This design comes from an exercise in tuning for small area, a short achievable clock period and few clock cycles per item on the open sky130 flow, not from production work. Function was checked by simulation only, so behaviour that the tests miss may differ from the original. No activity file was given, so power comes from the tool's default toggle rates.

File: design.v
module  CONV(
	input				clk,
	input				rst_n,
	input 				mode,
	input       		in_valid,
	output reg			out_valid,
	output 		[13:0] 	AWADDR,
	output		 [7:0] 	AWLEN,
	output 				AWVALID,
	input 				AWREADY,
	output reg  [31:0]	WDATA,
	output 				WVALID,
	input 				WREADY,
	output 		[13:0] 	ARADDR,
	output 		 [7:0] 	ARLEN,
	output 				ARVALID,
	input 				ARREADY,
	input		[31:0] 	RDATA,
	input 				RVALID,
	output reg			RREADY
);
reg			mode_r;
wire [5:0]	dd = mode_r ? 6'd2 : 6'd1;
reg			ar_on;
reg  [5:0]	ar_y, ar_c;
reg  [1:0]	ar_e;		 
reg  [13:0]	ar_a;
wire		ar_v0n = (ar_y == 6'd0) || (mode_r && ar_y == 6'd1);
wire		ar_v2  = !((ar_y == 6'd63) || (mode_r && ar_y == 6'd62));
wire		ar_v3  = ar_y[0] && ar_c[0];
wire [5:0]	ar_y1 = ar_y + 6'd1;
wire		ar_nv0n = (ar_y1 == 6'd0) || (mode_r && ar_y1 == 6'd1);
wire		ar_newcol = (ar_e == 2'd3) || (ar_e == 2'd2 && !ar_v3) || (ar_e == 2'd1 && !ar_v2 && !ar_v3);
reg  [5:0]	an_y, an_c;
reg  [1:0]	an_e;
reg			an_on;
always @(*) begin
	an_y = ar_y; an_c = ar_c; an_e = ar_e; an_on = ar_on;
	if (ar_newcol) begin
		if (ar_c == 6'd63) begin
			an_c = 6'd0;
			if (ar_y == 6'd63) an_on = 1'b0;
			else begin an_y = ar_y1; an_e = ar_nv0n ? 2'd1 : 2'd0; end
		end else begin
			an_c = ar_c + 6'd1;
			an_e = ar_v0n ? 2'd1 : 2'd0;
		end
	end else if (ar_e == 2'd0) an_e = 2'd1;
	else if (ar_e == 2'd1 && ar_v2) an_e = 2'd2;
	else an_e = 2'd3;
end
wire [5:0]	an_row = (an_e == 2'd0) ? an_y - dd : (an_e == 2'd2) ? an_y + dd : an_y;
wire [13:0]	an_a = (an_e == 2'd3) ? {4'b1000, an_y[5:1], an_c[5:1]} : {2'b00, an_row, an_c};
assign ARADDR = ar_a;
assign ARLEN = 8'd0;
assign ARVALID = ar_on;
always @(posedge clk or negedge rst_n) begin
	if (!rst_n) begin
		ar_on <= 1'b0; ar_y <= 6'd0; ar_c <= 6'd0; ar_e <= 2'd1; ar_a <= 14'd0;
	end else if (in_valid) begin
		ar_on <= 1'b1; ar_y <= 6'd0; ar_c <= 6'd0; ar_e <= 2'd1; ar_a <= 14'd0;
	end else if (ar_on && ARREADY) begin
		ar_on <= an_on; ar_y <= an_y; ar_c <= an_c; ar_e <= an_e; ar_a <= an_a;
	end
end
reg			rs_on;
reg  [5:0]	rs_y, rs_c;
reg  [1:0]	rs_e;
wire		rs_v0n = (rs_y == 6'd0) || (mode_r && rs_y == 6'd1);
wire		rs_v2  = !((rs_y == 6'd63) || (mode_r && rs_y == 6'd62));
wire		rs_v3  = rs_y[0] && rs_c[0];
wire [5:0]	rs_y1 = rs_y + 6'd1;
wire		rs_nv0n = (rs_y1 == 6'd0) || (mode_r && rs_y1 == 6'd1);
wire		rs_newcol = (rs_e == 2'd3) || (rs_e == 2'd2 && !rs_v3) || (rs_e == 2'd1 && !rs_v2 && !rs_v3);
wire		rs_colend = (rs_e == 2'd2) || (rs_e == 2'd1 && !rs_v2);
reg  [5:0]	rn_y, rn_c;
reg  [1:0]	rn_e;
reg			rn_on;
always @(*) begin
	rn_y = rs_y; rn_c = rs_c; rn_e = rs_e; rn_on = rs_on;
	if (rs_newcol) begin
		if (rs_c == 6'd63) begin
			rn_c = 6'd0;
			if (rs_y == 6'd63) rn_on = 1'b0;
			else begin rn_y = rs_y1; rn_e = rs_nv0n ? 2'd1 : 2'd0; end
		end else begin
			rn_c = rs_c + 6'd1;
			rn_e = rs_v0n ? 2'd1 : 2'd0;
		end
	end else if (rs_e == 2'd0) rn_e = 2'd1;
	else if (rs_e == 2'd1 && rs_v2) rn_e = 2'd2;
	else rn_e = 2'd3;
end
reg			c5f;		 
reg			f3, f4;		 
reg  [11:0]	p_n;		 
wire		p_oddeven = p_n[6] && !p_n[0];
reg  [1:0]	tmpf;		 
reg  [31:0]	tmp0, tmp1;
wire		p_tf = p_n[1] ? tmpf[1] : tmpf[0];
wire [31:0]	p_tmp = p_n[1] ? tmp1 : tmp0;
reg  [287:0] win;		 
wire		r_acc = RVALID && RREADY;
wire		r_pix = r_acc && (rs_e != 2'd3);
always @(posedge clk or negedge rst_n) begin
	if (!rst_n) begin
		rs_on <= 1'b0; rs_y <= 6'd0; rs_c <= 6'd0; rs_e <= 2'd1;
	end else if (in_valid) begin
		rs_on <= 1'b1; rs_y <= 6'd0; rs_c <= 6'd0; rs_e <= 2'd1;
	end else if (r_acc) begin
		rs_on <= rn_on; rs_y <= rn_y; rs_c <= rn_c; rs_e <= rn_e;
	end
end
always @(posedge clk) begin
	if (r_acc && rs_e == 2'd3 && !rs_c[1]) tmp0 <= RDATA;
	if (r_acc && rs_e == 2'd3 && rs_c[1]) tmp1 <= RDATA;
end
reg  [1:0]	pc;			 
reg  [1:0]	ph;			 
reg			act;		 
reg  [1:0]	j;			 
reg  [11:0]	e_n;		 
reg  [1:0]	rmask, cmask;	 
reg			v0, v1;
reg  [1:0]	j0, j1;
reg  [35:0]	dgr;
reg  [26-1:0] ts, tc;
reg  [36:0]	acc;
reg			rv;			 
reg			wv, pm, wm, fin;
wire		can_push_r = !pm && !wv && !(p_oddeven && !p_tf);
wire		frz = rv && v1 && (j1 == 2'd3) && !can_push_r;
wire [1:0]	pc_need = mode_r ? 2'd2 : 2'd1;
wire		pc_done = (pc == pc_need);
wire		col_rdy = mode_r ? c5f : f3;
wire		q_empty = !c5f && (mode_r || (!f3 && !f4));
wire		phantom = !rs_on && q_empty && (ph != pc_need) && pc_done;
wire		shift = !frz && (col_rdy || phantom) && (!act || j == 2'd0);
wire		start_out = shift && pc_done;
wire		mv3 = !mode_r && f4 && (!f3 || shift);
wire		mv4 = !mode_r && c5f && (!f4 || mv3);
wire		en3 = mode_r ? shift : mv3;
wire		en4 = mode_r ? shift : mv4;
wire [11:0]	e_n1 = e_n + 12'd1;
wire		push;
reg			c5f_n;
reg  [1:0]	tmpf_n;
always @(*) begin
	c5f_n = c5f;
	if (en4) c5f_n = 1'b0;
	else if (r_pix && rs_colend) c5f_n = 1'b1;
	tmpf_n = tmpf;
	if (push && p_oddeven) tmpf_n[p_n[1]] = 1'b0;
	if (r_acc && rs_e == 2'd3) tmpf_n[rs_c[1]] = 1'b1;
end
wire		f4_n = mv4 ? 1'b1 : (mv3 ? 1'b0 : f4);
wire		act_n = frz ? act : (act ? ((j == 2'd0) ? start_out : 1'b1) : start_out);
wire [1:0]	j_n = frz ? j : (start_out ? 2'd3 : (act ? j - 2'd1 : j));
wire		rv_n = (!frz && v1 && j1 == 2'd0) ? 1'b1 : (push ? 1'b0 : rv);
wire		c5go_n = mode_r ? ((!act_n || j_n == 2'd0) && !rv_n) : !f4_n;
wire		c5free_n = !c5f_n || c5go_n;
wire		rr_n = rn_on && ((rn_e == 2'd3) ? !(rn_c[1] ? tmpf_n[1] : tmpf_n[0]) : c5free_n);
wire		rr_keep = rs_on && ((rs_e == 2'd3) ? !(rs_c[1] ? tmpf_n[1] : tmpf_n[0]) : c5free_n);
always @(posedge clk or negedge rst_n) begin
	if (!rst_n) begin
		c5f <= 1'b0; tmpf <= 2'b00; RREADY <= 1'b0; f3 <= 1'b0; f4 <= 1'b0;
	end else if (in_valid) begin
		c5f <= 1'b0; tmpf <= 2'b00; RREADY <= 1'b0; f3 <= 1'b0; f4 <= 1'b0;
	end else begin
		c5f <= c5f_n; tmpf <= tmpf_n;
		f3 <= mv3 ? 1'b1 : (shift ? 1'b0 : f3);
		f4 <= mv4 ? 1'b1 : (mv3 ? 1'b0 : f4);
		RREADY <= r_acc ? rr_n : rr_keep;
	end
end
always @(posedge clk) begin
	if (shift) win[143:0] <= win[191:48];
	if (en3) win[191:144] <= win[239:192];
	if (en4) win[239:192] <= win[287:240];
	if (r_pix && rs_e == 2'd0) win[255:240] <= RDATA[31:16];
	if (r_pix && rs_e == 2'd1) win[271:256] <= RDATA[31:16];
	if (r_pix && rs_e == 2'd2) win[287:272] <= RDATA[31:16];
end
always @(posedge clk or negedge rst_n) begin
	if (!rst_n) begin
		pc <= 2'd0; ph <= 2'd0; act <= 1'b0; j <= 2'd3; e_n <= 12'hfff;
		rmask <= 2'd0; cmask <= 2'd0; v0 <= 1'b0; v1 <= 1'b0; j0 <= 2'd0; j1 <= 2'd0;
	end else if (in_valid) begin
		pc <= 2'd0; ph <= 2'd0; act <= 1'b0; j <= 2'd3; e_n <= 12'hfff; v0 <= 1'b0; v1 <= 1'b0;
	end else if (!frz) begin
		if (shift && !pc_done) pc <= pc + 2'd1;
		if (shift && phantom) ph <= ph + 2'd1;
		v0 <= act; j0 <= j;
		v1 <= v0; j1 <= j0;
		if (act) begin
			j <= j - 2'd1;
			if (j == 2'd0) act <= start_out;
		end else if (start_out) begin
			act <= 1'b1;
		end
		if (start_out) begin
			j <= 2'd3;
			e_n <= e_n1;
			rmask[0] <= (e_n1[11:6] == 6'd0) || (mode_r && e_n1[11:6] == 6'd1);
			rmask[1] <= (e_n1[11:6] == 6'd63) || (mode_r && e_n1[11:6] == 6'd62);
			cmask[0] <= (e_n1[5:0] == 6'd0) || (mode_r && e_n1[5:0] == 6'd1);
			cmask[1] <= (e_n1[5:0] == 6'd63) || (mode_r && e_n1[5:0] == 6'd62);
		end
	end
end
wire [15:0] p0 = win[16*(0*3+0) +: 16];
wire [15:0] p1 = mode_r ? win[16*(2*3+0) +: 16] : win[16*(1*3+0) +: 16];
wire [15:0] p2 = mode_r ? win[16*(4*3+0) +: 16] : win[16*(2*3+0) +: 16];
wire [15:0] p3 = win[16*(0*3+1) +: 16];
wire [15:0] p4 = mode_r ? win[16*(2*3+1) +: 16] : win[16*(1*3+1) +: 16];
wire [15:0] p5 = mode_r ? win[16*(4*3+1) +: 16] : win[16*(2*3+1) +: 16];
wire [15:0] p6 = win[16*(0*3+2) +: 16];
wire [15:0] p7 = mode_r ? win[16*(2*3+2) +: 16] : win[16*(1*3+2) +: 16];
wire [15:0] p8 = mode_r ? win[16*(4*3+2) +: 16] : win[16*(2*3+2) +: 16];
wire m0 = rmask[0] | cmask[0], m1 = rmask[0], m2 = rmask[0] | cmask[1];
wire m3 = cmask[0], m5 = cmask[1];
wire m6 = rmask[1] | cmask[0], m7 = rmask[1], m8 = rmask[1] | cmask[1];
function [3:0] dig;
	input [15:0] p;
	input [1:0] jj;
	input mm;
	begin
		case (jj)
			2'd3: dig = mm ? 4'b1000 : {~p[15], p[14:12]};
			2'd2: dig = mm ? 4'b0000 : p[11:8];
			2'd1: dig = mm ? 4'b0000 : p[7:4];
			default: dig = mm ? 4'b0000 : p[3:0];
		endcase
	end
endfunction
always @(posedge clk) begin
	if (!frz && act) dgr <= {dig(p8, j, m8), dig(p7, j, m7), dig(p6, j, m6),
	                         dig(p5, j, m5), dig(p4, j, 1'b0), dig(p3, j, m3),
	                         dig(p2, j, m2), dig(p1, j, m1), dig(p0, j, m0)};
end
wire [3:0] dg0 = dgr[3:0], dg1 = dgr[7:4], dg2 = dgr[11:8];
wire [3:0] dg3 = dgr[15:12], dg4 = dgr[19:16], dg5 = dgr[23:20];
wire [3:0] dg6 = dgr[27:24], dg7 = dgr[31:28], dg8 = dgr[35:32];
wire s1 = ~dg0[3] ^ dg1[3];
wire c2 = ~dg0[3] & dg1[3];
wire s3 = ~dg0[0] ^ dg1[2];
wire c4 = ~dg0[0] & dg1[2];
wire s5 = ~dg0[2] ^ ~dg0[0];
wire c6 = ~dg0[2] & ~dg0[0];
wire s7 = ~dg0[3] ^ ~dg0[1];
wire c8 = ~dg0[3] & ~dg0[1];
wire s9 = ~dg0[2] ^ ~dg0[0];
wire c10 = ~dg0[2] & ~dg0[0];
wire s11 = ~dg0[3] ^ ~dg0[1] ^ ~dg1[3];
wire c12 = (~dg0[3] & ~dg0[1]) | (~dg0[3] & ~dg1[3]) | (~dg0[1] & ~dg1[3]);
wire s13 = ~dg1[1] ^ ~dg2[3];
wire c14 = ~dg1[1] & ~dg2[3];
wire s15 = ~dg0[1] ^ ~dg1[0];
wire c16 = ~dg0[1] & ~dg1[0];
wire s17 = ~dg0[2] ^ dg0[0] ^ ~dg1[1];
wire c18 = (~dg0[2] & dg0[0]) | (~dg0[2] & ~dg1[1]) | (dg0[0] & ~dg1[1]);
wire s19 = ~dg2[0] ^ ~dg3[3];
wire c20 = ~dg2[0] & ~dg3[3];
wire s21 = ~dg0[3] ^ dg0[1] ^ ~dg1[2];
wire c22 = (~dg0[3] & dg0[1]) | (~dg0[3] & ~dg1[2]) | (dg0[1] & ~dg1[2]);
wire s23 = ~dg2[1] ^ dg3[2] ^ dg4[3];
wire c24 = (~dg2[1] & dg3[2]) | (~dg2[1] & dg4[3]) | (dg3[2] & dg4[3]);
wire s25 = dg4[1] ^ dg5[3];
wire c26 = dg4[1] & dg5[3];
wire s27 = dg0[2] ^ ~dg1[3] ^ ~dg1[0];
wire c28 = (dg0[2] & ~dg1[3]) | (dg0[2] & ~dg1[0]) | (~dg1[3] & ~dg1[0]);
wire s29 = ~dg2[2] ^ dg3[3] ^ dg3[0];
wire c30 = (~dg2[2] & dg3[3]) | (~dg2[2] & dg3[0]) | (dg3[3] & dg3[0]);
wire s31 = dg4[2] ^ ~dg5[1] ^ dg6[3];
wire c32 = (dg4[2] & ~dg5[1]) | (dg4[2] & dg6[3]) | (~dg5[1] & dg6[3]);
wire s33 = dg0[3] ^ ~dg1[1] ^ ~dg2[3];
wire c34 = (dg0[3] & ~dg1[1]) | (dg0[3] & ~dg2[3]) | (~dg1[1] & ~dg2[3]);
wire s35 = ~dg2[0] ^ dg3[1] ^ dg4[3];
wire c36 = (~dg2[0] & dg3[1]) | (~dg2[0] & dg4[3]) | (dg3[1] & dg4[3]);
wire s37 = ~dg4[0] ^ ~dg5[2];
wire c38 = ~dg4[0] & ~dg5[2];
wire s39 = ~dg0[0] ^ ~dg1[2] ^ dg1[0];
wire c40 = (~dg0[0] & ~dg1[2]) | (~dg0[0] & dg1[0]) | (~dg1[2] & dg1[0]);
wire s41 = ~dg2[1] ^ dg3[2] ^ dg3[0];
wire c42 = (~dg2[1] & dg3[2]) | (~dg2[1] & dg3[0]) | (dg3[2] & dg3[0]);
wire s43 = ~dg4[1] ^ ~dg5[3] ^ dg5[0];
wire c44 = (~dg4[1] & ~dg5[3]) | (~dg4[1] & dg5[0]) | (~dg5[3] & dg5[0]);
wire s45 = ~dg0[1] ^ ~dg1[3] ^ dg1[1];
wire c46 = (~dg0[1] & ~dg1[3]) | (~dg0[1] & dg1[1]) | (~dg1[3] & dg1[1]);
wire s47 = ~dg2[2] ^ ~dg2[0] ^ dg3[3];
wire c48 = (~dg2[2] & ~dg2[0]) | (~dg2[2] & dg3[3]) | (~dg2[0] & dg3[3]);
wire s49 = dg3[1] ^ ~dg4[2] ^ ~dg4[0];
wire c50 = (dg3[1] & ~dg4[2]) | (dg3[1] & ~dg4[0]) | (~dg4[2] & ~dg4[0]);
wire s51 = dg5[1] ^ dg6[3];
wire c52 = dg5[1] & dg6[3];
wire s53 = ~dg0[2] ^ dg1[2] ^ dg1[0];
wire c54 = (~dg0[2] & dg1[2]) | (~dg0[2] & dg1[0]) | (dg1[2] & dg1[0]);
wire s55 = ~dg2[3] ^ ~dg2[1] ^ dg3[2];
wire c56 = (~dg2[3] & ~dg2[1]) | (~dg2[3] & dg3[2]) | (~dg2[1] & dg3[2]);
wire s57 = dg3[0] ^ ~dg4[3] ^ ~dg4[1];
wire c58 = (dg3[0] & ~dg4[3]) | (dg3[0] & ~dg4[1]) | (~dg4[3] & ~dg4[1]);
wire s59 = dg5[2] ^ dg5[0] ^ dg6[2];
wire c60 = (dg5[2] & dg5[0]) | (dg5[2] & dg6[2]) | (dg5[0] & dg6[2]);
wire s61 = s1 ^ dg1[1] ^ ~dg2[2];
wire c62 = (s1 & dg1[1]) | (s1 & ~dg2[2]) | (dg1[1] & ~dg2[2]);
wire s63 = dg3[3] ^ dg3[1] ^ ~dg4[2];
wire c64 = (dg3[3] & dg3[1]) | (dg3[3] & ~dg4[2]) | (dg3[1] & ~dg4[2]);
wire s65 = dg4[0] ^ dg5[3] ^ dg5[1];
wire c66 = (dg4[0] & dg5[3]) | (dg4[0] & dg5[1]) | (dg5[3] & dg5[1]);
wire s67 = dg6[3] ^ dg6[0] ^ ~dg7[0];
wire c68 = (dg6[3] & dg6[0]) | (dg6[3] & ~dg7[0]) | (dg6[0] & ~dg7[0]);
wire s69 = c2 ^ s3 ^ dg1[0];
wire c70 = (c2 & s3) | (c2 & dg1[0]) | (s3 & dg1[0]);
wire s71 = ~dg2[3] ^ dg3[2] ^ dg3[0];
wire c72 = (~dg2[3] & dg3[2]) | (~dg2[3] & dg3[0]) | (dg3[2] & dg3[0]);
wire s73 = ~dg4[3] ^ dg4[1] ^ dg5[2];
wire c74 = (~dg4[3] & dg4[1]) | (~dg4[3] & dg5[2]) | (dg4[1] & dg5[2]);
wire s75 = dg6[1] ^ ~dg7[1] ^ ~dg8[3];
wire c76 = (dg6[1] & ~dg7[1]) | (dg6[1] & ~dg8[3]) | (~dg7[1] & ~dg8[3]);
wire s77 = c4 ^ ~dg0[1] ^ dg1[3];
wire c78 = (c4 & ~dg0[1]) | (c4 & dg1[3]) | (~dg0[1] & dg1[3]);
wire s79 = dg1[1] ^ dg3[3] ^ dg3[1];
wire c80 = (dg1[1] & dg3[3]) | (dg1[1] & dg3[1]) | (dg3[3] & dg3[1]);
wire s81 = dg4[2] ^ dg5[3] ^ dg5[0];
wire c82 = (dg4[2] & dg5[3]) | (dg4[2] & dg5[0]) | (dg5[3] & dg5[0]);
wire s83 = dg6[2] ^ ~dg7[2];
wire c84 = dg6[2] & ~dg7[2];
wire s85 = s5 ^ dg1[2] ^ ~dg1[0];
wire c86 = (s5 & dg1[2]) | (s5 & ~dg1[0]) | (dg1[2] & ~dg1[0]);
wire s87 = ~dg2[0] ^ dg3[2] ^ dg4[3];
wire c88 = (~dg2[0] & dg3[2]) | (~dg2[0] & dg4[3]) | (dg3[2] & dg4[3]);
wire s89 = ~dg4[0] ^ dg5[1] ^ dg6[3];
wire c90 = (~dg4[0] & dg5[1]) | (~dg4[0] & dg6[3]) | (dg5[1] & dg6[3]);
wire s91 = dg6[0] ^ ~dg7[3] ^ ~dg8[2];
wire c92 = (dg6[0] & ~dg7[3]) | (dg6[0] & ~dg8[2]) | (~dg7[3] & ~dg8[2]);
wire s93 = c6 ^ s7 ^ dg1[3];
wire c94 = (c6 & s7) | (c6 & dg1[3]) | (s7 & dg1[3]);
wire s95 = ~dg1[1] ^ ~dg2[1] ^ dg3[3];
wire c96 = (~dg1[1] & ~dg2[1]) | (~dg1[1] & dg3[3]) | (~dg2[1] & dg3[3]);
wire s97 = ~dg3[0] ^ ~dg4[1] ^ dg5[2];
wire c98 = (~dg3[0] & ~dg4[1]) | (~dg3[0] & dg5[2]) | (~dg4[1] & dg5[2]);
wire s99 = dg5[0] ^ dg6[1] ^ ~dg8[3];
wire c100 = (dg5[0] & dg6[1]) | (dg5[0] & ~dg8[3]) | (dg6[1] & ~dg8[3]);
wire s101 = c8 ^ s9 ^ ~dg1[2];
wire c102 = (c8 & s9) | (c8 & ~dg1[2]) | (s9 & ~dg1[2]);
wire s103 = ~dg1[0] ^ ~dg2[2] ^ ~dg2[0];
wire c104 = (~dg1[0] & ~dg2[2]) | (~dg1[0] & ~dg2[0]) | (~dg2[2] & ~dg2[0]);
wire s105 = ~dg3[1] ^ ~dg4[2] ^ dg5[3];
wire c106 = (~dg3[1] & ~dg4[2]) | (~dg3[1] & dg5[3]) | (~dg4[2] & dg5[3]);
wire s107 = dg5[1] ^ dg6[2] ^ dg6[0];
wire c108 = (dg5[1] & dg6[2]) | (dg5[1] & dg6[0]) | (dg6[2] & dg6[0]);
wire s109 = c10 ^ s11 ^ s13;
wire c110 = (c10 & s11) | (c10 & s13) | (s11 & s13);
wire s111 = ~dg2[1] ^ ~dg3[2] ^ ~dg4[3];
wire c112 = (~dg2[1] & ~dg3[2]) | (~dg2[1] & ~dg4[3]) | (~dg3[2] & ~dg4[3]);
wire s113 = dg4[0] ^ dg5[2] ^ ~dg5[0];
wire c114 = (dg4[0] & dg5[2]) | (dg4[0] & ~dg5[0]) | (dg5[2] & ~dg5[0]);
wire s115 = dg6[3] ^ dg6[1] ^ dg7[0];
wire c116 = (dg6[3] & dg6[1]) | (dg6[3] & dg7[0]) | (dg6[1] & dg7[0]);
wire s117 = c12 ^ c14 ^ ~dg0[2];
wire c118 = (c12 & c14) | (c12 & ~dg0[2]) | (c14 & ~dg0[2]);
wire s119 = ~dg1[2] ^ ~dg2[2] ^ ~dg3[3];
wire c120 = (~dg1[2] & ~dg2[2]) | (~dg1[2] & ~dg3[3]) | (~dg2[2] & ~dg3[3]);
wire s121 = dg4[1] ^ dg5[3] ^ ~dg5[1];
wire c122 = (dg4[1] & dg5[3]) | (dg4[1] & ~dg5[1]) | (dg5[3] & ~dg5[1]);
wire s123 = ~dg0[3] ^ ~dg1[3];
wire c124 = ~dg0[3] & ~dg1[3];
wire s125 = ~dg0[1] ^ dg1[1] ^ dg2[0];
wire c126 = (~dg0[1] & dg1[1]) | (~dg0[1] & dg2[0]) | (dg1[1] & dg2[0]);
wire s127 = ~dg0[2] ^ dg1[2] ^ dg2[1];
wire c128 = (~dg0[2] & dg1[2]) | (~dg0[2] & dg2[1]) | (dg1[2] & dg2[1]);
wire s129 = ~dg3[0] ^ ~dg5[3] ^ ~dg5[1];
wire c130 = (~dg3[0] & ~dg5[3]) | (~dg3[0] & ~dg5[1]) | (~dg5[3] & ~dg5[1]);
wire s131 = ~dg0[3] ^ ~dg0[0] ^ dg1[3];
wire c132 = (~dg0[3] & ~dg0[0]) | (~dg0[3] & dg1[3]) | (~dg0[0] & dg1[3]);
wire s133 = dg2[2] ^ ~dg3[1] ^ dg4[0];
wire c134 = (dg2[2] & ~dg3[1]) | (dg2[2] & dg4[0]) | (~dg3[1] & dg4[0]);
wire s135 = ~dg5[2] ^ dg5[0];
wire c136 = ~dg5[2] & dg5[0];
wire s137 = s15 ^ dg2[3] ^ ~dg3[2];
wire c138 = (s15 & dg2[3]) | (s15 & ~dg3[2]) | (dg2[3] & ~dg3[2]);
wire s139 = dg3[0] ^ dg4[1] ^ ~dg5[3];
wire c140 = (dg3[0] & dg4[1]) | (dg3[0] & ~dg5[3]) | (dg4[1] & ~dg5[3]);
wire s141 = dg5[1] ^ dg6[0] ^ dg8[3];
wire c142 = (dg5[1] & dg6[0]) | (dg5[1] & dg8[3]) | (dg6[0] & dg8[3]);
wire s143 = c16 ^ s17 ^ s19;
wire c144 = (c16 & s17) | (c16 & s19) | (s17 & s19);
wire s145 = dg3[1] ^ dg4[2] ^ dg4[0];
wire c146 = (dg3[1] & dg4[2]) | (dg3[1] & dg4[0]) | (dg4[2] & dg4[0]);
wire s147 = dg5[2] ^ dg6[1] ^ ~dg7[0];
wire c148 = (dg5[2] & dg6[1]) | (dg5[2] & ~dg7[0]) | (dg6[1] & ~dg7[0]);
wire s149 = c18 ^ c20 ^ s21;
wire c150 = (c18 & c20) | (c18 & s21) | (c20 & s21);
wire s151 = s23 ^ s25 ^ ~dg5[0];
wire c152 = (s23 & s25) | (s23 & ~dg5[0]) | (s25 & ~dg5[0]);
wire s153 = dg6[2] ^ ~dg7[1] ^ dg8[0];
wire c154 = (dg6[2] & ~dg7[1]) | (dg6[2] & dg8[0]) | (~dg7[1] & dg8[0]);
wire s155 = c22 ^ c24 ^ c26;
wire c156 = (c22 & c24) | (c22 & c26) | (c24 & c26);
wire s157 = s27 ^ s29 ^ s31;
wire c158 = (s27 & s29) | (s27 & s31) | (s29 & s31);
wire s159 = dg6[0] ^ ~dg7[2] ^ dg8[1];
wire c160 = (dg6[0] & ~dg7[2]) | (dg6[0] & dg8[1]) | (~dg7[2] & dg8[1]);
wire s161 = c28 ^ c30 ^ c32;
wire c162 = (c28 & c30) | (c28 & c32) | (c30 & c32);
wire s163 = s33 ^ s35 ^ s37;
wire c164 = (s33 & s35) | (s33 & s37) | (s35 & s37);
wire s165 = dg6[1] ^ ~dg7[3] ^ dg8[2];
wire c166 = (dg6[1] & ~dg7[3]) | (dg6[1] & dg8[2]) | (~dg7[3] & dg8[2]);
wire s167 = c34 ^ c36 ^ c38;
wire c168 = (c34 & c36) | (c34 & c38) | (c36 & c38);
wire s169 = s39 ^ s41 ^ s43;
wire c170 = (s39 & s41) | (s39 & s43) | (s41 & s43);
wire s171 = dg6[2] ^ dg6[0] ^ dg8[3];
wire c172 = (dg6[2] & dg6[0]) | (dg6[2] & dg8[3]) | (dg6[0] & dg8[3]);
wire s173 = c40 ^ c42 ^ c44;
wire c174 = (c40 & c42) | (c40 & c44) | (c42 & c44);
wire s175 = s45 ^ s47 ^ s49;
wire c176 = (s45 & s47) | (s45 & s49) | (s47 & s49);
wire s177 = s51 ^ dg6[1] ^ ~dg8[0];
wire c178 = (s51 & dg6[1]) | (s51 & ~dg8[0]) | (dg6[1] & ~dg8[0]);
wire s179 = c46 ^ c48 ^ c50;
wire c180 = (c46 & c48) | (c46 & c50) | (c48 & c50);
wire s181 = c52 ^ s53 ^ s55;
wire c182 = (c52 & s53) | (c52 & s55) | (s53 & s55);
wire s183 = s57 ^ s59 ^ ~dg8[1];
wire c184 = (s57 & s59) | (s57 & ~dg8[1]) | (s59 & ~dg8[1]);
wire s185 = c54 ^ c56 ^ c58;
wire c186 = (c54 & c56) | (c54 & c58) | (c56 & c58);
wire s187 = c60 ^ s61 ^ s63;
wire c188 = (c60 & s61) | (c60 & s63) | (s61 & s63);
wire s189 = s65 ^ s67 ^ ~dg8[2];
wire c190 = (s65 & s67) | (s65 & ~dg8[2]) | (s67 & ~dg8[2]);
wire s191 = c62 ^ c64 ^ c66;
wire c192 = (c62 & c64) | (c62 & c66) | (c64 & c66);
wire s193 = c68 ^ s69 ^ s71;
wire c194 = (c68 & s69) | (c68 & s71) | (s69 & s71);
wire s195 = s73 ^ s75 ^ ~dg8[0];
wire c196 = (s73 & s75) | (s73 & ~dg8[0]) | (s75 & ~dg8[0]);
wire s197 = c70 ^ c72 ^ c74;
wire c198 = (c70 & c72) | (c70 & c74) | (c72 & c74);
wire s199 = c76 ^ s77 ^ s79;
wire c200 = (c76 & s77) | (c76 & s79) | (s77 & s79);
wire s201 = s81 ^ s83 ^ ~dg8[1];
wire c202 = (s81 & s83) | (s81 & ~dg8[1]) | (s83 & ~dg8[1]);
wire s203 = c78 ^ c80 ^ c82;
wire c204 = (c78 & c80) | (c78 & c82) | (c80 & c82);
wire s205 = c84 ^ s85 ^ s87;
wire c206 = (c84 & s85) | (c84 & s87) | (s85 & s87);
wire s207 = s89 ^ s91 ^ ~dg8[0];
wire c208 = (s89 & s91) | (s89 & ~dg8[0]) | (s91 & ~dg8[0]);
wire s209 = c86 ^ c88 ^ c90;
wire c210 = (c86 & c88) | (c86 & c90) | (c88 & c90);
wire s211 = c92 ^ s93 ^ s95;
wire c212 = (c92 & s93) | (c92 & s95) | (s93 & s95);
wire s213 = s97 ^ s99 ^ ~dg8[1];
wire c214 = (s97 & s99) | (s97 & ~dg8[1]) | (s99 & ~dg8[1]);
wire s215 = c94 ^ c96 ^ c98;
wire c216 = (c94 & c96) | (c94 & c98) | (c96 & c98);
wire s217 = c100 ^ s101 ^ s103;
wire c218 = (c100 & s101) | (c100 & s103) | (s101 & s103);
wire s219 = s105 ^ s107 ^ ~dg8[2];
wire c220 = (s105 & s107) | (s105 & ~dg8[2]) | (s107 & ~dg8[2]);
wire s221 = c102 ^ c104 ^ c106;
wire c222 = (c102 & c104) | (c102 & c106) | (c104 & c106);
wire s223 = c108 ^ s109 ^ s111;
wire c224 = (c108 & s109) | (c108 & s111) | (s109 & s111);
wire s225 = s113 ^ s115 ^ ~dg8[3];
wire c226 = (s113 & s115) | (s113 & ~dg8[3]) | (s115 & ~dg8[3]);
wire s227 = c110 ^ c112 ^ c114;
wire c228 = (c110 & c112) | (c110 & c114) | (c112 & c114);
wire s229 = c116 ^ s117 ^ s119;
wire c230 = (c116 & s117) | (c116 & s119) | (s117 & s119);
wire s231 = s121 ^ dg6[2] ^ dg7[1];
wire c232 = (s121 & dg6[2]) | (s121 & dg7[1]) | (dg6[2] & dg7[1]);
wire s233 = c118 ^ c120 ^ c122;
wire c234 = (c118 & c120) | (c118 & c122) | (c120 & c122);
wire s235 = s123 ^ ~dg2[3] ^ dg4[2];
wire c236 = (s123 & ~dg2[3]) | (s123 & dg4[2]) | (~dg2[3] & dg4[2]);
wire s237 = ~dg5[2] ^ dg6[3] ^ dg7[2];
wire c238 = (~dg5[2] & dg6[3]) | (~dg5[2] & dg7[2]) | (dg6[3] & dg7[2]);
wire s239 = c124 ^ dg4[3];
wire c240 = c124 & dg4[3];
wire s241 = ~dg0[0] ^ dg1[0];
wire c242 = ~dg0[0] & dg1[0];
wire s243 = s125 ^ ~dg5[2] ^ ~dg5[0];
wire c244 = (s125 & ~dg5[2]) | (s125 & ~dg5[0]) | (~dg5[2] & ~dg5[0]);
wire s245 = ~dg6[2] ^ dg8[2];
wire c246 = ~dg6[2] & dg8[2];
wire s247 = c126 ^ s127 ^ s129;
wire c248 = (c126 & s127) | (c126 & s129) | (s127 & s129);
wire s249 = ~dg6[3] ^ dg8[3] ^ dg8[1];
wire c250 = (~dg6[3] & dg8[3]) | (~dg6[3] & dg8[1]) | (dg8[3] & dg8[1]);
wire s251 = c128 ^ c130 ^ s131;
wire c252 = (c128 & c130) | (c128 & s131) | (c130 & s131);
wire s253 = s133 ^ s135 ^ dg8[2];
wire c254 = (s133 & s135) | (s133 & dg8[2]) | (s135 & dg8[2]);
wire s255 = c132 ^ c134 ^ c136;
wire c256 = (c132 & c134) | (c132 & c136) | (c134 & c136);
wire s257 = s137 ^ s139 ^ s141;
wire c258 = (s137 & s139) | (s137 & s141) | (s139 & s141);
wire s259 = c138 ^ c140 ^ c142;
wire c260 = (c138 & c140) | (c138 & c142) | (c140 & c142);
wire s261 = s143 ^ s145 ^ s147;
wire c262 = (s143 & s145) | (s143 & s147) | (s145 & s147);
wire s263 = c144 ^ c146 ^ c148;
wire c264 = (c144 & c146) | (c144 & c148) | (c146 & c148);
wire s265 = s149 ^ s151 ^ s153;
wire c266 = (s149 & s151) | (s149 & s153) | (s151 & s153);
wire s267 = c150 ^ c152 ^ c154;
wire c268 = (c150 & c152) | (c150 & c154) | (c152 & c154);
wire s269 = s155 ^ s157 ^ s159;
wire c270 = (s155 & s157) | (s155 & s159) | (s157 & s159);
wire s271 = c156 ^ c158 ^ c160;
wire c272 = (c156 & c158) | (c156 & c160) | (c158 & c160);
wire s273 = s161 ^ s163 ^ s165;
wire c274 = (s161 & s163) | (s161 & s165) | (s163 & s165);
wire s275 = c162 ^ c164 ^ c166;
wire c276 = (c162 & c164) | (c162 & c166) | (c164 & c166);
wire s277 = s167 ^ s169 ^ s171;
wire c278 = (s167 & s169) | (s167 & s171) | (s169 & s171);
wire s279 = c168 ^ c170 ^ c172;
wire c280 = (c168 & c170) | (c168 & c172) | (c170 & c172);
wire s281 = s173 ^ s175 ^ s177;
wire c282 = (s173 & s175) | (s173 & s177) | (s175 & s177);
wire s283 = c174 ^ c176 ^ c178;
wire c284 = (c174 & c176) | (c174 & c178) | (c176 & c178);
wire s285 = s179 ^ s181 ^ s183;
wire c286 = (s179 & s181) | (s179 & s183) | (s181 & s183);
wire s287 = c180 ^ c182 ^ c184;
wire c288 = (c180 & c182) | (c180 & c184) | (c182 & c184);
wire s289 = s185 ^ s187 ^ s189;
wire c290 = (s185 & s187) | (s185 & s189) | (s187 & s189);
wire s291 = c186 ^ c188 ^ c190;
wire c292 = (c186 & c188) | (c186 & c190) | (c188 & c190);
wire s293 = s191 ^ s193 ^ s195;
wire c294 = (s191 & s193) | (s191 & s195) | (s193 & s195);
wire s295 = c192 ^ c194 ^ c196;
wire c296 = (c192 & c194) | (c192 & c196) | (c194 & c196);
wire s297 = s197 ^ s199 ^ s201;
wire c298 = (s197 & s199) | (s197 & s201) | (s199 & s201);
wire s299 = c198 ^ c200 ^ c202;
wire c300 = (c198 & c200) | (c198 & c202) | (c200 & c202);
wire s301 = s203 ^ s205 ^ s207;
wire c302 = (s203 & s205) | (s203 & s207) | (s205 & s207);
wire s303 = c204 ^ c206 ^ c208;
wire c304 = (c204 & c206) | (c204 & c208) | (c206 & c208);
wire s305 = s209 ^ s211 ^ s213;
wire c306 = (s209 & s211) | (s209 & s213) | (s211 & s213);
wire s307 = c210 ^ c212 ^ c214;
wire c308 = (c210 & c212) | (c210 & c214) | (c212 & c214);
wire s309 = s215 ^ s217 ^ s219;
wire c310 = (s215 & s217) | (s215 & s219) | (s217 & s219);
wire s311 = c216 ^ c218 ^ c220;
wire c312 = (c216 & c218) | (c216 & c220) | (c218 & c220);
wire s313 = s221 ^ s223 ^ s225;
wire c314 = (s221 & s223) | (s221 & s225) | (s223 & s225);
wire s315 = c222 ^ c224 ^ c226;
wire c316 = (c222 & c224) | (c222 & c226) | (c224 & c226);
wire s317 = s227 ^ s229 ^ s231;
wire c318 = (s227 & s229) | (s227 & s231) | (s229 & s231);
wire s319 = c228 ^ c230 ^ c232;
wire c320 = (c228 & c230) | (c228 & c232) | (c230 & c232);
wire s321 = s233 ^ s235 ^ s237;
wire c322 = (s233 & s235) | (s233 & s237) | (s235 & s237);
wire s323 = c234 ^ c236 ^ c238;
wire c324 = (c234 & c236) | (c234 & c238) | (c236 & c238);
wire s325 = s239 ^ ~dg5[3] ^ dg7[3];
wire c326 = (s239 & ~dg5[3]) | (s239 & dg7[3]) | (~dg5[3] & dg7[3]);
wire s327 = s241 ^ ~dg5[1];
wire c328 = s241 & ~dg5[1];
wire s329 = c242 ^ s243 ^ s245;
wire c330 = (c242 & s243) | (c242 & s245) | (s243 & s245);
wire s331 = c244 ^ c246 ^ s247;
wire c332 = (c244 & c246) | (c244 & s247) | (c246 & s247);
wire s333 = c248 ^ c250 ^ s251;
wire c334 = (c248 & c250) | (c248 & s251) | (c250 & s251);
wire s335 = c252 ^ c254 ^ s255;
wire c336 = (c252 & c254) | (c252 & s255) | (c254 & s255);
wire s337 = c256 ^ c258 ^ s259;
wire c338 = (c256 & c258) | (c256 & s259) | (c258 & s259);
wire s339 = c260 ^ c262 ^ s263;
wire c340 = (c260 & c262) | (c260 & s263) | (c262 & s263);
wire s341 = c264 ^ c266 ^ s267;
wire c342 = (c264 & c266) | (c264 & s267) | (c266 & s267);
wire s343 = c268 ^ c270 ^ s271;
wire c344 = (c268 & c270) | (c268 & s271) | (c270 & s271);
wire s345 = c272 ^ c274 ^ s275;
wire c346 = (c272 & c274) | (c272 & s275) | (c274 & s275);
wire s347 = c276 ^ c278 ^ s279;
wire c348 = (c276 & c278) | (c276 & s279) | (c278 & s279);
wire s349 = c280 ^ c282 ^ s283;
wire c350 = (c280 & c282) | (c280 & s283) | (c282 & s283);
wire s351 = c284 ^ c286 ^ s287;
wire c352 = (c284 & c286) | (c284 & s287) | (c286 & s287);
wire s353 = c288 ^ c290 ^ s291;
wire c354 = (c288 & c290) | (c288 & s291) | (c290 & s291);
wire s355 = c292 ^ c294 ^ s295;
wire c356 = (c292 & c294) | (c292 & s295) | (c294 & s295);
wire s357 = c296 ^ c298 ^ s299;
wire c358 = (c296 & c298) | (c296 & s299) | (c298 & s299);
wire s359 = c300 ^ c302 ^ s303;
wire c360 = (c300 & c302) | (c300 & s303) | (c302 & s303);
wire s361 = c304 ^ c306 ^ s307;
wire c362 = (c304 & c306) | (c304 & s307) | (c306 & s307);
wire s363 = c308 ^ c310 ^ s311;
wire c364 = (c308 & c310) | (c308 & s311) | (c310 & s311);
wire s365 = c312 ^ c314 ^ s315;
wire c366 = (c312 & c314) | (c312 & s315) | (c314 & s315);
wire s367 = c316 ^ c318 ^ s319;
wire c368 = (c316 & c318) | (c316 & s319) | (c318 & s319);
wire s369 = c320 ^ c322 ^ s323;
wire c370 = (c320 & c322) | (c320 & s323) | (c322 & s323);
wire s371 = c324 ^ c326;
wire c372 = c324 & c326;
wire s373 = ~dg5[0] ^ ~dg6[0];
wire c374 = ~dg5[0] & ~dg6[0];
wire s375 = s327 ^ ~dg6[1] ^ dg8[1];
wire c376 = (s327 & ~dg6[1]) | (s327 & dg8[1]) | (~dg6[1] & dg8[1]);
wire s377 = c328 ^ s329 ^ dg8[0];
wire c378 = (c328 & s329) | (c328 & dg8[0]) | (s329 & dg8[0]);
wire s379 = c330 ^ s331 ^ s249;
wire c380 = (c330 & s331) | (c330 & s249) | (s331 & s249);
wire s381 = c332 ^ s333 ^ s253;
wire c382 = (c332 & s333) | (c332 & s253) | (s333 & s253);
wire s383 = c334 ^ s335 ^ s257;
wire c384 = (c334 & s335) | (c334 & s257) | (s335 & s257);
wire s385 = c336 ^ s337 ^ s261;
wire c386 = (c336 & s337) | (c336 & s261) | (s337 & s261);
wire s387 = c338 ^ s339 ^ s265;
wire c388 = (c338 & s339) | (c338 & s265) | (s339 & s265);
wire s389 = c340 ^ s341 ^ s269;
wire c390 = (c340 & s341) | (c340 & s269) | (s341 & s269);
wire s391 = c342 ^ s343 ^ s273;
wire c392 = (c342 & s343) | (c342 & s273) | (s343 & s273);
wire s393 = c344 ^ s345 ^ s277;
wire c394 = (c344 & s345) | (c344 & s277) | (s345 & s277);
wire s395 = c346 ^ s347 ^ s281;
wire c396 = (c346 & s347) | (c346 & s281) | (s347 & s281);
wire s397 = c348 ^ s349 ^ s285;
wire c398 = (c348 & s349) | (c348 & s285) | (s349 & s285);
wire s399 = c350 ^ s351 ^ s289;
wire c400 = (c350 & s351) | (c350 & s289) | (s351 & s289);
wire s401 = c352 ^ s353 ^ s293;
wire c402 = (c352 & s353) | (c352 & s293) | (s353 & s293);
wire s403 = c354 ^ s355 ^ s297;
wire c404 = (c354 & s355) | (c354 & s297) | (s355 & s297);
wire s405 = c356 ^ s357 ^ s301;
wire c406 = (c356 & s357) | (c356 & s301) | (s357 & s301);
wire s407 = c358 ^ s359 ^ s305;
wire c408 = (c358 & s359) | (c358 & s305) | (s359 & s305);
wire s409 = c360 ^ s361 ^ s309;
wire c410 = (c360 & s361) | (c360 & s309) | (s361 & s309);
wire s411 = c362 ^ s363 ^ s313;
wire c412 = (c362 & s363) | (c362 & s313) | (s363 & s313);
wire s413 = c364 ^ s365 ^ s317;
wire c414 = (c364 & s365) | (c364 & s317) | (s365 & s317);
wire s415 = c366 ^ s367 ^ s321;
wire c416 = (c366 & s367) | (c366 & s321) | (s367 & s321);
wire s417 = c368 ^ s369 ^ s325;
wire c418 = (c368 & s369) | (c368 & s325) | (s369 & s325);
wire s419 = c370 ^ s371 ^ c240;
wire c420 = (c370 & s371) | (c370 & c240) | (s371 & c240);
wire [25:0] tree_s = {1'b0, c420, c418, c416, c414, c412, c410, c408, c406, c404, c402, c400, c398, c396, c394, c392, c390, c388, c386, c384, c382, c380, c378, c376, c374, s373};
wire [25:0] tree_c = {1'b0, c372, s419, s417, s415, s413, s411, s409, s407, s405, s403, s401, s399, s397, s395, s393, s391, s389, s387, s385, s383, s381, s379, s377, s375, dg8[0]};
always @(posedge clk) begin
	if (!frz && v0) begin ts <= tree_s; tc <= tree_c; end
end
wire [3:0]	lnib = (j1 == 2'd2) ? 4'd5 : (j1 == 2'd1) ? 4'd5 : 4'd0;
wire [36:0]	acc_base = (j1 == 2'd3) ? {33'd384326, 4'd5} : {acc[32:0], lnib};
always @(posedge clk) begin
	if (!frz && v1) acc <= acc_base + {{(37-26){1'b0}}, ts} + {{(37-26){1'b0}}, tc};
end
reg  [31:0]	mx;
wire [31:0]	relu = acc[36] ? 32'd0 : acc[31:0];
wire		can_push = !pm && (!wv || WREADY) && !(p_oddeven && !p_tf);
assign		push = rv && can_push;
wire [31:0]	other = p_n[0] ? mx : p_tmp;
wire [31:0]	cmpv = (other > relu) ? other : relu;
wire [31:0]	mx_new = (p_n[0] || p_n[6]) ? cmpv : relu;
always @(posedge clk or negedge rst_n) begin
	if (!rst_n) rv <= 1'b0;
	else if (in_valid) rv <= 1'b0;
	else if (!frz && v1 && j1 == 2'd0) rv <= 1'b1;
	else if (push) rv <= 1'b0;
end
always @(posedge clk) begin
	if (push) begin
		WDATA <= relu;
		mx <= mx_new;
	end else if (wv && WREADY && pm) WDATA <= mx;
end
always @(posedge clk or negedge rst_n) begin
	if (!rst_n) begin
		wv <= 1'b0; pm <= 1'b0; wm <= 1'b0; fin <= 1'b0; p_n <= 12'd0; out_valid <= 1'b0;
	end else begin
		out_valid <= wv && WREADY && wm && fin;
		if (in_valid) begin
			wv <= 1'b0; pm <= 1'b0; wm <= 1'b0; fin <= 1'b0; p_n <= 12'd0;
		end else if (push) begin
			wv <= 1'b1; wm <= 1'b0; pm <= p_n[0]; p_n <= p_n + 12'd1;
			if (p_n == 12'd4095) fin <= 1'b1;
		end else if (wv && WREADY) begin
			if (pm) begin pm <= 1'b0; wm <= 1'b1; end
			else wv <= 1'b0;
		end
	end
end
assign WVALID = wv;
reg			aw_on, aw_l1;
reg  [11:0]	aw_n;
reg  [13:0]	aw_a;
assign AWVALID = aw_on;
assign AWLEN = 8'd0;
assign AWADDR = aw_a;
wire [11:0]	aw_n1 = aw_n + 12'd1;
always @(posedge clk or negedge rst_n) begin
	if (!rst_n) begin
		aw_on <= 1'b0; aw_l1 <= 1'b0; aw_n <= 12'd0; aw_a <= 14'd0;
	end else if (in_valid) begin
		aw_on <= 1'b1; aw_l1 <= 1'b0; aw_n <= 12'd0; aw_a <= 14'h1000;
	end else if (aw_on && AWREADY) begin
		if (!aw_l1 && aw_n[0]) begin
			aw_l1 <= 1'b1;
			aw_a <= {4'b1000, aw_n[11:7], aw_n[5:1]};
		end else begin
			aw_l1 <= 1'b0;
			aw_n <= aw_n1;
			aw_a <= {2'b01, aw_n1};
			if (aw_n == 12'd4095) aw_on <= 1'b0;
		end
	end
end
always @(posedge clk or negedge rst_n) begin
	if (!rst_n) mode_r <= 1'b0;
	else if (in_valid) mode_r <= mode;
end
endmodule
File: run.sh
#!/bin/bash
# synth_recipe.tcl (not shown) runs the flow's synth.tcl, then flattens the netlist and writes it again
# the make line also repeats each setting of config.mk as NAME=value (left out here)
make -C /OpenROAD-flow-scripts/flow DESIGN_CONFIG=/design/flow/config.mk WORK_HOME=/design/flow/orfs CLKGATE_MAP_FILE= SYNTH_SCRIPT=/design/flow/synth_recipe.tcl finish
File: config.mk
export PLATFORM = sky130hd
export DESIGN_NAME = CONV
export DESIGN_NICKNAME = CONV
export VERILOG_FILES = /design/flow/design.v
export SDC_FILE = /design/flow/constraint.sdc
export NUM_CORES = 4
export LEC_CHECK = 0
export ABC_CLOCK_PERIOD_IN_PS = 3500
export CAP_MARGIN = 20
export CORE_MARGIN = 2
export CORE_UTILIZATION = 40
export SETUP_SLACK_MARGIN = 4.6
export SLEW_MARGIN = 20
File: constraint.sdc
create_clock -name core_clock -period 8.0 [get_ports {clk}]
set_input_delay 1.6000 -clock core_clock [delete_from_list [all_inputs] [get_ports {clk}]]
set_output_delay 1.6000 -clock core_clock [all_outputs]
set_load 0.01 [all_outputs]
==> results of run 1 <==
-- metal layers --
layer,vias up,global-route usage (%)
met5,-,0
met4,2,4.476
met3,113,2.637
met2,530,33.08
met1,11219,25.61
li1,10152,-
-- cells in the final DEF, fill, tap and decap left out, types with 32 or more instances in the layout --
cell / netlist / routed
ha_1: 109 / 81
fa_1: 216 / 162
nor2b_1: 53 / 47
o21ai_0: 130 / 117
clkbuf_16: 0 / 76
xnor2_1: 42 / 39
clkdlybuf4s50_1: 0 / 99
xor2_1: 40 / 40
nor2_1: 160 / 147
a21oi_1: 123 / 104
inv_2: 0 / 49
mux2_2: 55 / 55
dfrtp_1: 108 / 99
fa_2: 0 / 54
a211oi_1: 37 / 34
nand2_1: 188 / 184
buf_4: 20 / 119
mux2i_1: 51 / 48
nand3_1: 32 / 32
inv_1: 377 / 318
nor3_1: 41 / 36
edfxtp_1: 536 / 536
-- cells by family after synthesis --
family | synth area share, %
simple gates | 8.454
compound gates | 8.825
buf+inv | 5.833
fa+ha+maj | 16.24
other cells | 0.01069
flops | 54.77
mux | 3.829
xor+xnor | 2.047
-- sequential cells by signal, summed over array words and instances, names as in the netlist, 6 cells and up --
signal	flops
dgr	36
tmp0	32
rs_y	6
ar_a	13
tmp1	32
ts	25
p_n	12
acc	34
tc	25
ar_c	6
mx	32
rs_c	6
aw_a	14
e_n	12
ar_y	6
WDATA	32
win	288
aw_n	12
-- worst max-delay path, stage by stage (launching register included) --
cell and delay, ns:
edfxtp_1 0.54, buf_6 0.19, buf_8 0.13, fa_1 0.52
inv_1 0.05, fa_1 0.41, fa_1 0.51, inv_1 0.05
fa_2 0.53, inv_2 0.04, fa_2 0.44
-- through the flow --
step | utilization [%] | area [µm²]
after floorplan | - | 35420
after CTS | 47.43 | 41210
after global placement | 43.16 | 37500
final | 48.42 | 42070
after detailed placement | 43.18 | 37520
after global routing | 48.42 | 42070
-- area by class of cell --
class / instances / area share [%]
inverters: 378 / 3.506
flip-flops and latches: 660 / 45.72
repair buffers: 262 / 6.150
clock buffers: 92 / 4.618
well taps: 1155 / 3.435
multi-input cells: 1637 / 35.59
clock inverters: 38 / 0.9873
-- worst min path at each step --
stage,startpoint,to,cells after the start
after global routing,win[150],win[102],0
after CTS,win[284],win[236],0
after detailed placement,win[188],win[140],0
final,win[284],win[236],0
after floorplan,win[148],win[100],0
after global placement,win[180],win[132],0
-- power by group --
part           leakage, nW  internal [W]  switching (W)  total (W)
combinational         8.50      0.000666       0.000880    0.00155
sequential            6.54       0.00397       0.000109    0.00408
clock                 1.15       0.00198        0.00135    0.00333
total                 16.2       0.00662        0.00234    0.00896
-- what timing repair did --
| action | 4_1_cts | 5_1_grt |
|---|---|---|
| resized for setup | 150 | 131 |
| cloned | 3 | 2 |
| hold buffers | 0 | 0 |
| pin swaps | 71 | 62 |
| setup buffers | 80 | 45 |
| setup endpoints to repair | 381 | 256 |
==> run notes, run 1 <==
Status -> no timing/DRC/antenna violations
Most numerous cell in the Yosys netlist -> edfxtp_1
Cell Rows -> 108
Clock Skew -> 0.02570 ns
PD cells -> 212.9 nW/µm²
# fillers -> 7,555
Met2 WL -> 43,430 µm
Hold WS -> 0.4053 ns
Setup crit start -> dgr[16]
Arrival @ worst endpoint -> 4.01 ns
Routed Wire Length -> 86,270 µm
Synth warn -> 1
Peak supply drop -> 0.1540 mV
Tightest Pin Transition -> 1.098 ns
Post-synthesis sequential area ratio -> 54.77%
Area leader, netlist -> edfxtp_1
CTS Buf Count -> 72
Fin. max-slew vios -> 0
Die extent in x -> 300.2 µm
Clock root cell -> clkbuf_16
Layout Cells excl Fill -> 4,222
Clk pin slew, worst setup/hold paths -> 0.06 ns
Pre-CTS WS -> 3.239 ns
Worst R2R End -> tc[17]
DP Cell Count -> 3,961
Worst R2R Path Depth -> 10
Die area -> 90,120 µm²
Max-Slew Margin vs Limit -> 26.81%
Longest Clk Path Bufs -> 3
Critical path launch point type -> flip-flop
Num ports -> 121
Multi-input logic area -> 14,970 µm²
Number of remaining DRC errors -> 0
Ys async rst share -> 18.79%
R2r setup slk -> 4.33 ns
Worst hold path class -> reg -> reg
Gpl congestion -> 0.9382
CTS tree -> done
Unrepaired setup endpoints after global routing -> yes
Largest net degree at the start of global routing -> 86
Leak -> 16.18 nW
Worst-Skew Late Latency -> 0.61 ns
CTS H-tree depth -> 3
CP endpoint -> tc[17]
Vias in the first global route -> 22,858
CP Data Required Time -> 8.34 ns
Core ar. -> 86,890 µm²
Area delta synth->final -> 19.89%
Hold Vio Cnt, Final -> 0
Synthesized area per cell -> 12.54 µm²
Pwr Total -> 0.008958 W
Initial core utilization -> 40.39%
Share of layout cells above drive strength 1 -> 19.99%
Peak Freq -> 272.2 MHz
Post-synth top flop -> edfxtp_1
Via count -> 22,016
Setup ws final -> 4.327 ns
Final setup fails -> 0
Crit path time final -> 3.673 ns
Die Ht -> 300.2 µm
DR vias/cell -> 5.215
Post-synth cell types -> 78
CP endpoint kind -> flip-flop
FF+latch area -> 19,230 µm²
Mapped cell area -> 35,090 µm²
Max layer used -> met5
Post-synthesis register bit count -> 660
Routed Antenna Nets -> 0
WL met3 -> 4018 µm
Metal-1 WL -> 37,160 µm
Total clock sinks -> 660
Fraction of the cycle the final worst path needs -> 45.91%
Placed wire-length estimate -> 58,730 µm
First-pass iteration count of the detailed router -> 7
Buffers on Ports -> 103
Post-synthesis instance total -> 2,799
DR iter-0 viols -> 1,710
Setup_tns -> 0 ns
R2R Path Start -> dgr[16]
Max Cap Violations -> 0
Ant diodes -> 0
Top post-synthesis cells by area -> edfxtp_1 (46%), fa_1 (12%), dfrtp_1 (7.7%), inv_1 (4.0%), ha_1 (3.9%)
Total global-route track usage -> 19.15%
Post-synth EDFFs -> 536
Crit-path max FO -> 3
WL/cell -> 20.43 µm
Initial antenna violation count -> 1
Commonest cells post-synth -> edfxtp_1 (536), inv_1 (377), fa_1 (216)
Top cell type's share of synthesized area -> 45.87%
Setup CP Type -> reg -> reg
First-pass GRT wire length -> 133,300 µm
# nets final -> 3,376
Gr ovfl total -> 0
Testbench counts, summed over its fixed seeds: cycles 224,650, images 12.
==> run 2: changes to the inputs <==
--- a/config.mk
+++ b/config.mk
@@ -5,7 +5,6 @@
 export SDC_FILE = /design/flow/constraint.sdc
 export NUM_CORES = 4
 export LEC_CHECK = 0
-export ABC_CLOCK_PERIOD_IN_PS = 3500
 export CAP_MARGIN = 20
 export CORE_MARGIN = 2
 export CORE_UTILIZATION = 40
==> run notes, run 2 <==
Area delta synth->final -> 19.89%
CP endpoint -> tc[17]
Ant diodes -> 0
Max Cap Violations -> 0
Worst-Skew Late Latency -> 0.61 ns
CP endpoint kind -> flip-flop
Top post-synthesis cells by area -> edfxtp_1 (46%), fa_1 (12%), dfrtp_1 (7.7%), inv_1 (4.0%), ha_1 (3.9%)
Num ports -> 121
Clk pin slew, worst setup/hold paths -> 0.06 ns
Top reg by flops -> win
Worst R2R Path Depth -> 10
Total clock sinks -> 660
Largest net degree at the start of global routing -> 86
DR iter-0 viols -> 1,710
Status -> no timing/DRC/antenna violations
Worst R2R End -> tc[17]
First-pass GRT wire length -> 133,300 µm
Crit path time final -> 3.673 ns
Final setup fails -> 0
End-of-flow core utilization -> 48.42%
Arrival @ worst endpoint -> 4.01 ns
Post-synth cell types -> 78
Post-synth EDFFs -> 536
Synth warn -> 1
Die extent in x -> 300.2 µm
Number of remaining DRC errors -> 0
Top flop regs -> win: 288 flops, dgr: 36 flops, acc: 34 flops
Routed Antenna Nets -> 0
CTS Buf Count -> 72
Unrepaired setup endpoints after global routing -> yes
Post-synthesis register bit count -> 660
Routed Wire Length -> 86,270 µm
Share of layout cells above drive strength 1 -> 19.99%
Buffers on Ports -> 103
Tightest Pin Transition -> 1.098 ns
Synthesized area per cell -> 12.54 µm²
Commonest cells post-synth -> edfxtp_1 (536), inv_1 (377), fa_1 (216)
Most frequent cells in the layout -> edfxtp_1 (536), inv_1 (318), nand2_1 (184), fa_1 (162), nor2_1 (147)
Pwr Total -> 0.008958 W
CTS tree -> done
First-pass iteration count of the detailed router -> 7
Max layer used -> met5
Setup crit start -> dgr[16]
R2r setup slk -> 4.33 ns
WL met3 -> 4018 µm
Peak Freq -> 272.2 MHz
Portion of netlist area occupied by mux cells -> 3.829%
Initial antenna violation count -> 1
Area leader, netlist -> edfxtp_1
Hold Vio Cnt, Final -> 0
# nets final -> 3,376
Fraction of the cycle the final worst path needs -> 45.91%
Metal-1 WL -> 37,160 µm
Post-synthesis sequential area ratio -> 54.77%
PD cells -> 212.9 nW/µm²
Post-synthesis instance total -> 2,799
Mapped cell area -> 35,090 µm²
Largest register FFs -> 288
Clock Skew -> 0.02570 ns
Simple-gate share of the synthesized area -> 8.454%
Die Ht -> 300.2 µm
Leak -> 16.18 nW
R2R Path Start -> dgr[16]
Via count -> 22,016
Crit-path max FO -> 3
Max-Slew Margin vs Limit -> 26.81%
Post-Synth XOR/XNOR Area -> 2.047%
Gpl congestion -> 0.9382
Setup_tns -> 0 ns
Adder-cell share of the synthesized area -> 16.24%
Worst hold path class -> reg -> reg
Most numerous cell in the Yosys netlist -> edfxtp_1
WL/cell -> 20.43 µm
Initial core utilization -> 40.39%
Top cell type's share of synthesized area -> 45.87%
Ys async rst share -> 18.79%
Synth Area in Compound Gates -> 8.824%
Post-synth top flop -> edfxtp_1
Setup CP Type -> reg -> reg
Cts hold-fix bufs -> 0
Met2 WL -> 43,430 µm
Cell Rows -> 108
CTS H-tree depth -> 3
Core ar. -> 86,890 µm²
CP Data Required Time -> 8.34 ns
Longest Clk Path Bufs -> 3
Die area -> 90,120 µm²
Placed wire-length estimate -> 58,730 µm
Fin. max-slew vios -> 0
DR vias/cell -> 5.215
Gr ovfl total -> 0
Vias in the first global route -> 22,858
Clock root cell -> clkbuf_16
Commonest non-fill, non-tap cell in the layout -> edfxtp_1
Peak supply drop -> 0.1540 mV
Critical path launch point type -> flip-flop
Main combinational cell family by area after synthesis -> adder cells
Total global-route track usage -> 19.15%
[run 2: cell counts after synthesis]
Identical to the previous run, type by type.
[run 2: report_power, final]
| group | internal, W | leakage (nW) | switching (W) |
|---|---|---|---|
| sequential | 0.00397 | 6.54 | 0.000109 |
| clock | 0.00198 | 1.15 | 0.00135 |
| combinational | 0.000666 | 8.50 | 0.000880 |
[run 2: worst min-delay path by stage]
stage	start	endpoint	cells after the start	slack, ns
2_1_floorplan	win[148]	win[100]	0	0.40
3_3_place_gp	win[180]	win[132]	0	0.40
3_5_place_dp	win[188]	win[140]	0	0.40
4_1_cts	win[284]	win[236]	0	0.41
5_1_grt	win[150]	win[102]	0	0.42
6_report	win[284]	win[236]	0	0.41
[run 2: logic make-up after synthesis]
logic type               count (synthesis)
flip-flops                             660
multiplexers                           116
buffers and inverters                  518
adder cells (fa/ha/maj)                326
AND/OR/NAND/NOR                        616
XOR/XNOR                                82
AO/OA/AOI/OAI                          480
other                                    1
[run 2: area by class of cell]
| cell class | instances | area [µm²] |
|---|---|---|
| clock inverters | 38 | 415.4 |
| fillers | 7555 | 44820 |
| clock buffers | 92 | 1943 |
| well taps | 1155 | 1445 |
| flip-flops and latches | 660 | 19230 |
| multi-input cells | 1637 | 14970 |
| inverters | 378 | 1475 |
| repair buffers | 262 | 2587 |
[run 2: timing repair]
item | 4_1_cts | 5_1_grt
gates cloned | 3 | 2
pin swaps | 71 | 62
gates resized for setup | 150 | 131
setup buffers | 80 | 45
endpoints found under the setup margin | 381 | 256
[run 2: metrics by stage]
stage | setup WS (ns) | hold WS [ns] | instance area, µm² | std cells
after detailed placement | 3.239 | 0.4045 | 37520 | 3961
after global routing | 4.267 | 0.4213 | 42070 | 4222
after CTS | 4.343 | 0.4060 | 41210 | 4174
after floorplan | 4.353 | 0.4003 | 35420 | 2815
final | 4.327 | 0.4053 | 42070 | 4222
after global placement | 3.274 | 0.4004 | 37500 | 3960
[run 2: metal layers]
layer	global-route usage, %	vias up
li1	-	10152
met5	0	-
met3	2.637	113
met4	4.476	2
met1	25.61	11219
met2	33.08	530
[run 2: critical path: stages, from the launching register on]
cell and delay [ns]:
edfxtp_1 0.54, buf_6 0.19, buf_8 0.13, fa_1 0.52
inv_1 0.05, fa_1 0.41, fa_1 0.51, inv_1 0.05
fa_2 0.53, inv_2 0.04, fa_2 0.44

static timing again, ports no longer ideal:
Ports are ideal in the flow. The routed layouts listed here were re-timed in OpenROAD. Step 1, drivers: a clkbuf_16 drives clk and a buf_2 each remaining input, both assumed. Step 2 also shifts input and output timing later by t, the mid clock arrival at the registers, as if the neighbouring blocks saw the same clock. a / b / c = no drivers / after step 1 / after step 2; a / b = the first two.
run	t, ns	setup slack, ns	clock arrival spread, ns	pins driven straight from the clock port
run 1	0.665	4.327 / 4.327 / 4.015	0.027 / 0.027	1
run 2	0.665	4.327 / 4.327 / 4.015	0.027 / 0.027	1
After both steps setup and hold are still met in every run listed.
